Background: an optimization exercise with open tools, aiming at small area, a short achievable clock period and few clock cycles. Do not read the settings as production practice.
Only simulation tests tie the RTL to the original design; equivalence was not proved.

==> amber <==
==> flow/design.v <==
`timescale 1ns / 1ps
module mat_mult_1632_system(
    input clk,
    input reset,
    input start,
    output reg [9:0] addr_a,
    input signed [15:0] data_a,
    output reg [10:0] addr_b,
    input signed [15:0] data_b,
    output reg [8:0] addr_c,
    output signed [31:0] data_c,
    output reg we_c,
    output reg done
);
    reg rd_act;                        
    wire fire = start | rd_act;        
    wire [5:0] k = addr_b[10:5];
    wire [4:0] j = addr_b[4:0];
    wire k_first = (k == 6'd0);
    wire k_last  = (k == 6'd48);
    wire j_last  = (j == 5'd31);
    wire all_last = k_last & j_last & (addr_a == 10'd783);
    always @(posedge clk or posedge reset) begin
        if (reset) begin
            rd_act <= 1'b0;
            addr_a <= 10'd0;
            addr_b <= 11'd0;
        end else if (fire) begin
            if (all_last) begin
                rd_act <= 1'b0;
                addr_a <= 10'd0;
                addr_b <= 11'd0;
            end else begin
                rd_act <= 1'b1;
                if (k_last) begin
                    addr_b <= {6'd0, j + 5'd1};
                    addr_a <= j_last ? addr_a + 10'd1 : addr_a - 10'd48;
                end else begin
                    addr_b <= addr_b + 11'd32;
                    addr_a <= addr_a + 10'd1;
                end
            end
        end
    end
    reg [15:0] ra;
    reg [7:0] bneg, bone, btwo;
    wire [16:0] db = {data_b, 1'b0};
    reg [7:0] eneg, eone, etwo;
    integer i;
    always @(*) begin
        for (i = 0; i < 8; i = i + 1) begin
            eneg[i] = db[2*i+2];
            eone[i] = db[2*i+1] ^ db[2*i];
            etwo[i] = (db[2*i+2] & ~db[2*i+1] & ~db[2*i]) | (~db[2*i+2] & db[2*i+1] & db[2*i]);
        end
    end
    reg [31:0] row [0:8];
    reg [16:0] mag, pp;
    reg [31:0] negs;
    always @(*) begin
        negs = 32'd0;
        for (i = 0; i < 8; i = i + 1) begin
            mag = ({17{bone[i]}} & {ra[15], ra}) | ({17{btwo[i]}} & {ra, 1'b0});
            pp  = bneg[i] ? ~mag : mag;
            row[i] = {15'd0, ~pp[16], pp[15:0]} << (2*i);
            negs[2*i] = bneg[i];
        end
        row[8] = negs | 32'hAAAB0000;
    end
    function [63:0] csa(input [31:0] x, input [31:0] y, input [31:0] z);
        reg [31:0] s, c;
        begin
            s = x ^ y ^ z;
            c = ((x & y) | (x & z) | (y & z)) << 1;
            csa = {c, s};
        end
    endfunction
    wire [63:0] l1a = csa(row[0], row[1], row[2]);
    wire [63:0] l1b = csa(row[3], row[4], row[5]);
    wire [63:0] l1c = csa(row[6], row[7], row[8]);
    wire [63:0] l2a = csa(l1a[31:0], l1a[63:32], l1b[31:0]);
    wire [63:0] l2b = csa(l1b[63:32], l1c[31:0], l1c[63:32]);
    wire [63:0] l3a = csa(l2a[31:0], l2a[63:32], l2b[31:0]);
    wire [63:0] l4a = csa(l3a[31:0], l3a[63:32], l2b[63:32]);
    reg [31:0] ps, pc;                 
    reg [31:0] acc;
    reg f1a, f1b;
    reg f2a, f2b, f2c_n, f2d_n;
    reg l1, l2;                        
    reg e1, e2;                        
    wire [31:0] acc_in = {acc[31:24] & {8{f2d_n}}, acc[23:16] & {8{f2c_n}},
                          acc[15:8] & {8{~f2b}}, acc[7:0] & {8{~f2a}}};
    always @(posedge clk) begin
        ra <= data_a;
        bneg <= eneg;
        bone <= eone;
        btwo <= etwo;
        ps <= l4a[31:0];
        pc <= l4a[63:32];
        acc <= acc_in + ps + pc;
        f1a <= k_first;
        f1b <= ~k_first;
        f2a <= f1a;
        f2b <= ~f1b;
        f2c_n <= ~f1a;
        f2d_n <= f1b;
    end
    always @(posedge clk or posedge reset) begin
        if (reset) begin
            l1 <= 1'b0; l2 <= 1'b0;
            e1 <= 1'b0; e2 <= 1'b0;
            we_c <= 1'b0;
            done <= 1'b0;
            addr_c <= 9'd0;
        end else begin
            l1 <= fire & k_last;
            e1 <= fire & all_last;
            l2 <= l1;
            e2 <= e1;
            we_c <= l2;
            done <= e2;
            if (we_c) addr_c <= addr_c + 9'd1;
        end
    end
    assign data_c = acc;
endmodule
==> flow/flow/run.sh <==
#!/bin/bash
# The standard layout (the standard.sh: standard synthesis and the ORFS steps), with
# two changes to how it is made: the port buffers that buffer_ports inserts are
# sky130_fd_sc_hd__buf_2, and repair_timing aims for 6.9 ns of setup slack.
# The clock period, the SDC and the synthesis are the standard ones.
set -euo pipefail
bash standard.sh "BUFFER_PORTS_ARGS=-buffer_cell sky130_fd_sc_hd__buf_2" SETUP_SLACK_MARGIN=6.9 finish > standard_flow.log 2>&1
==> flow/standard.sh <==
#!/bin/bash
# synth_recipe.tcl (not shown) runs the flow's synth.tcl, then flattens the netlist and writes it again
# the make line also repeats each setting of config.mk as NAME=value (left out here)
make -C /OpenROAD-flow-scripts/flow DESIGN_CONFIG=/design/flow/config.mk WORK_HOME=/design/flow/orfs CLKGATE_MAP_FILE= SYNTH_SCRIPT=/design/flow/synth_recipe.tcl "${@:-finish}"
==> flow/config.mk <==
export PLATFORM = sky130hd
export DESIGN_NAME = mat_mult_1632_system
export DESIGN_NICKNAME = mat_mult_1632_system
export VERILOG_FILES = /design/flow/design.v
export SDC_FILE = /design/flow/constraint.sdc
export NUM_CORES = 4
export LEC_CHECK = 0
export CAP_MARGIN = 20
export CORE_MARGIN = 2
export CORE_UTILIZATION = 75
export CTS_CLUSTER_DIAMETER = 60
export CTS_CLUSTER_SIZE = 30
export PLACE_DENSITY = 0.85
export SLEW_MARGIN = 20
==> flow/constraint.sdc <==
create_clock -name core_clock -period 10.0 [get_ports {clk}]
set_input_delay 2.0000 -clock core_clock [delete_from_list [all_inputs] [get_ports {clk}]]
set_output_delay 2.0000 -clock core_clock [all_outputs]
set_load 0.01 [all_outputs]
==> inputs of delta, as changes to amber <==
--- a/flow/design.v
+++ b/flow/design.v
@@ -62,3 +62,3 @@
         for (i = 0; i < 8; i = i + 1) begin
-            mag = ({17{bone[i]}} & {ra[15], ra}) | ({17{btwo[i]}} & {ra, 1'b0});
+            mag = bone[i] ? {ra[15], ra} : (btwo[i] ? {ra, 1'b0} : 17'd0);
             pp  = bneg[i] ? ~mag : mag;
@@ -86,8 +86,7 @@
     reg [31:0] acc;
-    reg f1a, f1b;
-    reg f2a, f2b, f2c_n, f2d_n;
+    reg f1, f2;                        
     reg l1, l2;                        
     reg e1, e2;                        
-    wire [31:0] acc_in = {acc[31:24] & {8{f2d_n}}, acc[23:16] & {8{f2c_n}},
-                          acc[15:8] & {8{~f2b}}, acc[7:0] & {8{~f2a}}};
+    wire [31:0] acc_in = f2 ? 32'd0 : acc;
+    wire [63:0] fin = csa(ps, pc, acc_in);
     always @(posedge clk) begin
@@ -99,9 +98,5 @@
         pc <= l4a[63:32];
-        acc <= acc_in + ps + pc;
-        f1a <= k_first;
-        f1b <= ~k_first;
-        f2a <= f1a;
-        f2b <= ~f1b;
-        f2c_n <= ~f1a;
-        f2d_n <= f1b;
+        acc <= fin[31:0] + fin[63:32];
+        f1 <= k_first;
+        f2 <= f1;
     end
==> flow/run.sh (new file) <==
#!/bin/bash
# synth_recipe.tcl (not shown) runs the flow's synth.tcl, then flattens the netlist and writes it again
# the make line also repeats each setting of config.mk as NAME=value (left out here)
make -C /OpenROAD-flow-scripts/flow DESIGN_CONFIG=/design/flow/config.mk WORK_HOME=/design/flow/orfs CLKGATE_MAP_FILE= SYNTH_SCRIPT=/design/flow/synth_recipe.tcl finish
- CORE_UTILIZATION: 75 -> 25
- CTS_CLUSTER_DIAMETER: 60 -> default
- CTS_CLUSTER_SIZE: 30 -> default
- PLACE_DENSITY: 0.85 -> 0.45
removed: flow/flow/run.sh
removed: flow/standard.sh
==> inputs of willow, as changes to amber <==
==> flow/design.v, changed modules only <==
module mat_mult_1632_system(
    input clk,
    input reset,
    input start,
    output reg [9:0] addr_a,
    input signed [15:0] data_a,
    output reg [10:0] addr_b,
    input signed [15:0] data_b,
    output reg [8:0] addr_c,
    output signed [31:0] data_c,
    output reg we_c,
    output reg done
);
    reg rd_act;                        
    wire fire = start | rd_act;        
    wire [5:0] k = addr_b[10:5];
    wire [4:0] j = addr_b[4:0];
    wire k_first = (k == 6'd0);
    wire k_last  = (k == 6'd48);
    wire j_last  = (j == 5'd31);
    wire all_last = k_last & j_last & (addr_a == 10'd783);
    always @(posedge clk or posedge reset) begin
        if (reset) begin
            rd_act <= 1'b0;
            addr_a <= 10'd0;
            addr_b <= 11'd0;
        end else if (fire) begin
            if (all_last) begin
                rd_act <= 1'b0;
                addr_a <= 10'd0;
                addr_b <= 11'd0;
            end else begin
                rd_act <= 1'b1;
                if (k_last) begin
                    addr_b <= {6'd0, j + 5'd1};
                    addr_a <= j_last ? addr_a + 10'd1 : addr_a - 10'd48;
                end else begin
                    addr_b <= addr_b + 11'd32;
                    addr_a <= addr_a + 10'd1;
                end
            end
        end
    end
    reg signed [15:0] ra, rb;
    reg signed [31:0] pr;
    reg [31:0] acc;
    reg f1, f2;                        
    reg l1, l2;                        
    reg e1, e2;                        
    always @(posedge clk) begin
        ra <= data_a;
        rb <= data_b;
        pr <= ra * rb;
        acc <= (f2 ? 32'd0 : acc) + pr;
        f1 <= k_first;
        f2 <= f1;
    end
    always @(posedge clk or posedge reset) begin
        if (reset) begin
            l1 <= 1'b0; l2 <= 1'b0;
            e1 <= 1'b0; e2 <= 1'b0;
            we_c <= 1'b0;
            done <= 1'b0;
            addr_c <= 9'd0;
        end else begin
            l1 <= fire & k_last;
            e1 <= fire & all_last;
            l2 <= l1;
            e2 <= e1;
            we_c <= l2;
            done <= e2;
            if (we_c) addr_c <= addr_c + 9'd1;
        end
    end
    assign data_c = acc;
endmodule
==> flow/run.sh (new file) <==
#!/bin/bash
# synth_recipe.tcl (not shown) runs the flow's synth.tcl, then flattens the netlist and writes it again
# the make line also repeats each setting of config.mk as NAME=value (left out here)
make -C /OpenROAD-flow-scripts/flow DESIGN_CONFIG=/design/flow/config.mk WORK_HOME=/design/flow/orfs CLKGATE_MAP_FILE= SYNTH_SCRIPT=/design/flow/synth_recipe.tcl finish
- CORE_UTILIZATION: 75 -> 25
- CTS_CLUSTER_DIAMETER: 60 -> default
- CTS_CLUSTER_SIZE: 30 -> default
- PLACE_DENSITY: 0.85 -> 0.45
removed: flow/flow/run.sh
removed: flow/standard.sh
==> inputs of juniper, as changes to amber <==
--- a/flow/design.v
+++ b/flow/design.v
@@ -92,2 +92,3 @@
                           acc[15:8] & {8{~f2b}}, acc[7:0] & {8{~f2a}}};
+    wire [63:0] fin = csa(ps, pc, acc_in);
     always @(posedge clk) begin
@@ -99,3 +100,3 @@
         pc <= l4a[63:32];
-        acc <= acc_in + ps + pc;
+        acc <= fin[31:0] + fin[63:32];
         f1a <= k_first;
- CORE_UTILIZATION: 75 -> 70
- PLACE_DENSITY: 0.85 -> 0.8
==> run notes <==
Post-Synthesis Mean Instance Area=9.63 sq um; Via density=4.30; end of the critical path=pr[31]$_DFF_P_; Required @ worst endpoint=10,400 ps; DP Area=0.0170 sq mm; adder-cell share of the synthesized area=0.445; run status=timing/DRC/antenna clean; Worst-path clk slew=70 ps; RR Startpoint=rb[1]$_DFF_P_; Die W=251 um; worst hold endpoint=f2$_DFF_P_; Synth top area share=0.346
That was willow.
==> run notes <==
run status=timing/DRC/antenna clean; Synth top area share=0.219; Required @ worst endpoint=10,310 ps; RR Startpoint=bone[3]$_DFF_P_; end of the critical path=ps[15]$_DFF_P_; adder-cell share of the synthesized area=0.275; Worst-path clk slew=70 ps; DP Area=0.0131 sq mm; Via density=5.83; worst hold endpoint=we_c$_DFF_PP0_; Die W=138 um
That was juniper.
==> run notes <==
nets@finish=1,754; RR Startpoint=bone[0]$_DFF_P_; Worst-path clk slew=80 ps; run status=timing/DRC/antenna clean; Die W=234 um; Via density=4.27; end of the critical path=ps[13]$_DFF_P_; Required @ worst endpoint=10,340 ps; DP Area=0.0148 sq mm; Post-Synthesis Mean Instance Area=8.99 sq um; adder-cell share of the synthesized area=0.261; Synth top area share=0.202; worst hold endpoint=f2$_DFF_P_; #MultiIn Comb=995
That was delta.
==> run notes <==
run status=timing/DRC/antenna clean; worst hold endpoint=f2a$_DFF_P_; adder-cell share of the synthesized area=0.281; RR Startpoint=bone[5]$_DFF_P_; end of the critical path=ps[13]$_DFF_P_; Die W=132 um; DP Area=0.0128 sq mm; Post-Synthesis Mean Instance Area=10.1 sq um
That was amber.
Testbench counts of amber, summed over its fixed seeds: cycles 200,720.
Testbench counts of delta, summed over its fixed seeds: cycles 200,720.
Testbench counts of willow, summed over its fixed seeds: cycles 200,720.
Testbench counts of juniper, summed over its fixed seeds: cycles 200,720.

-- what the ideal ports hide --
In the flow no input, the clock included, has a driving cell. The finished layouts below were timed again as built, in two steps.
Step 1 (the two cells are an assumption about what drives the block):
set clk [get_ports {clk}]
set_driving_cell -lib_cell sky130_fd_sc_hd__clkbuf_16 $clk
set_driving_cell -lib_cell sky130_fd_sc_hd__buf_2 [delete_from_list [all_inputs] $clk]
Step 2 also shifts input and output timing later by t, the mid clock arrival at the registers, as if the neighbouring blocks saw the same clock.
Three values: ideal ports, drivers, drivers and shift; two values: the first two.
run | t, ns | setup slack, ns | hold WS [ns] | worst setup path at the end | cell pins on the clock port's net
amber | 0.481 | 6.883 / 6.879 / 6.721 | 0.348 / 0.348 / 0.348 | input to register | 1
delta | 0.512 | 6.128 / 6.128 / 6.128 | 0.338 / 0.338 / 0.338 | register to register | 1
willow | 0.526 | 3.529 / 3.529 / 3.529 | 0.333 / 0.333 / 0.333 | register to register | 1
juniper | 0.486 | 6.917 / 6.886 / 6.765 | 0.349 / 0.349 / 0.349 | input to register | 1
After both steps setup and hold are still met in every run listed. For amber, which loses most, drivers alone change the setup slack by -0.004 ns; drivers and shift together by -0.162 ns.
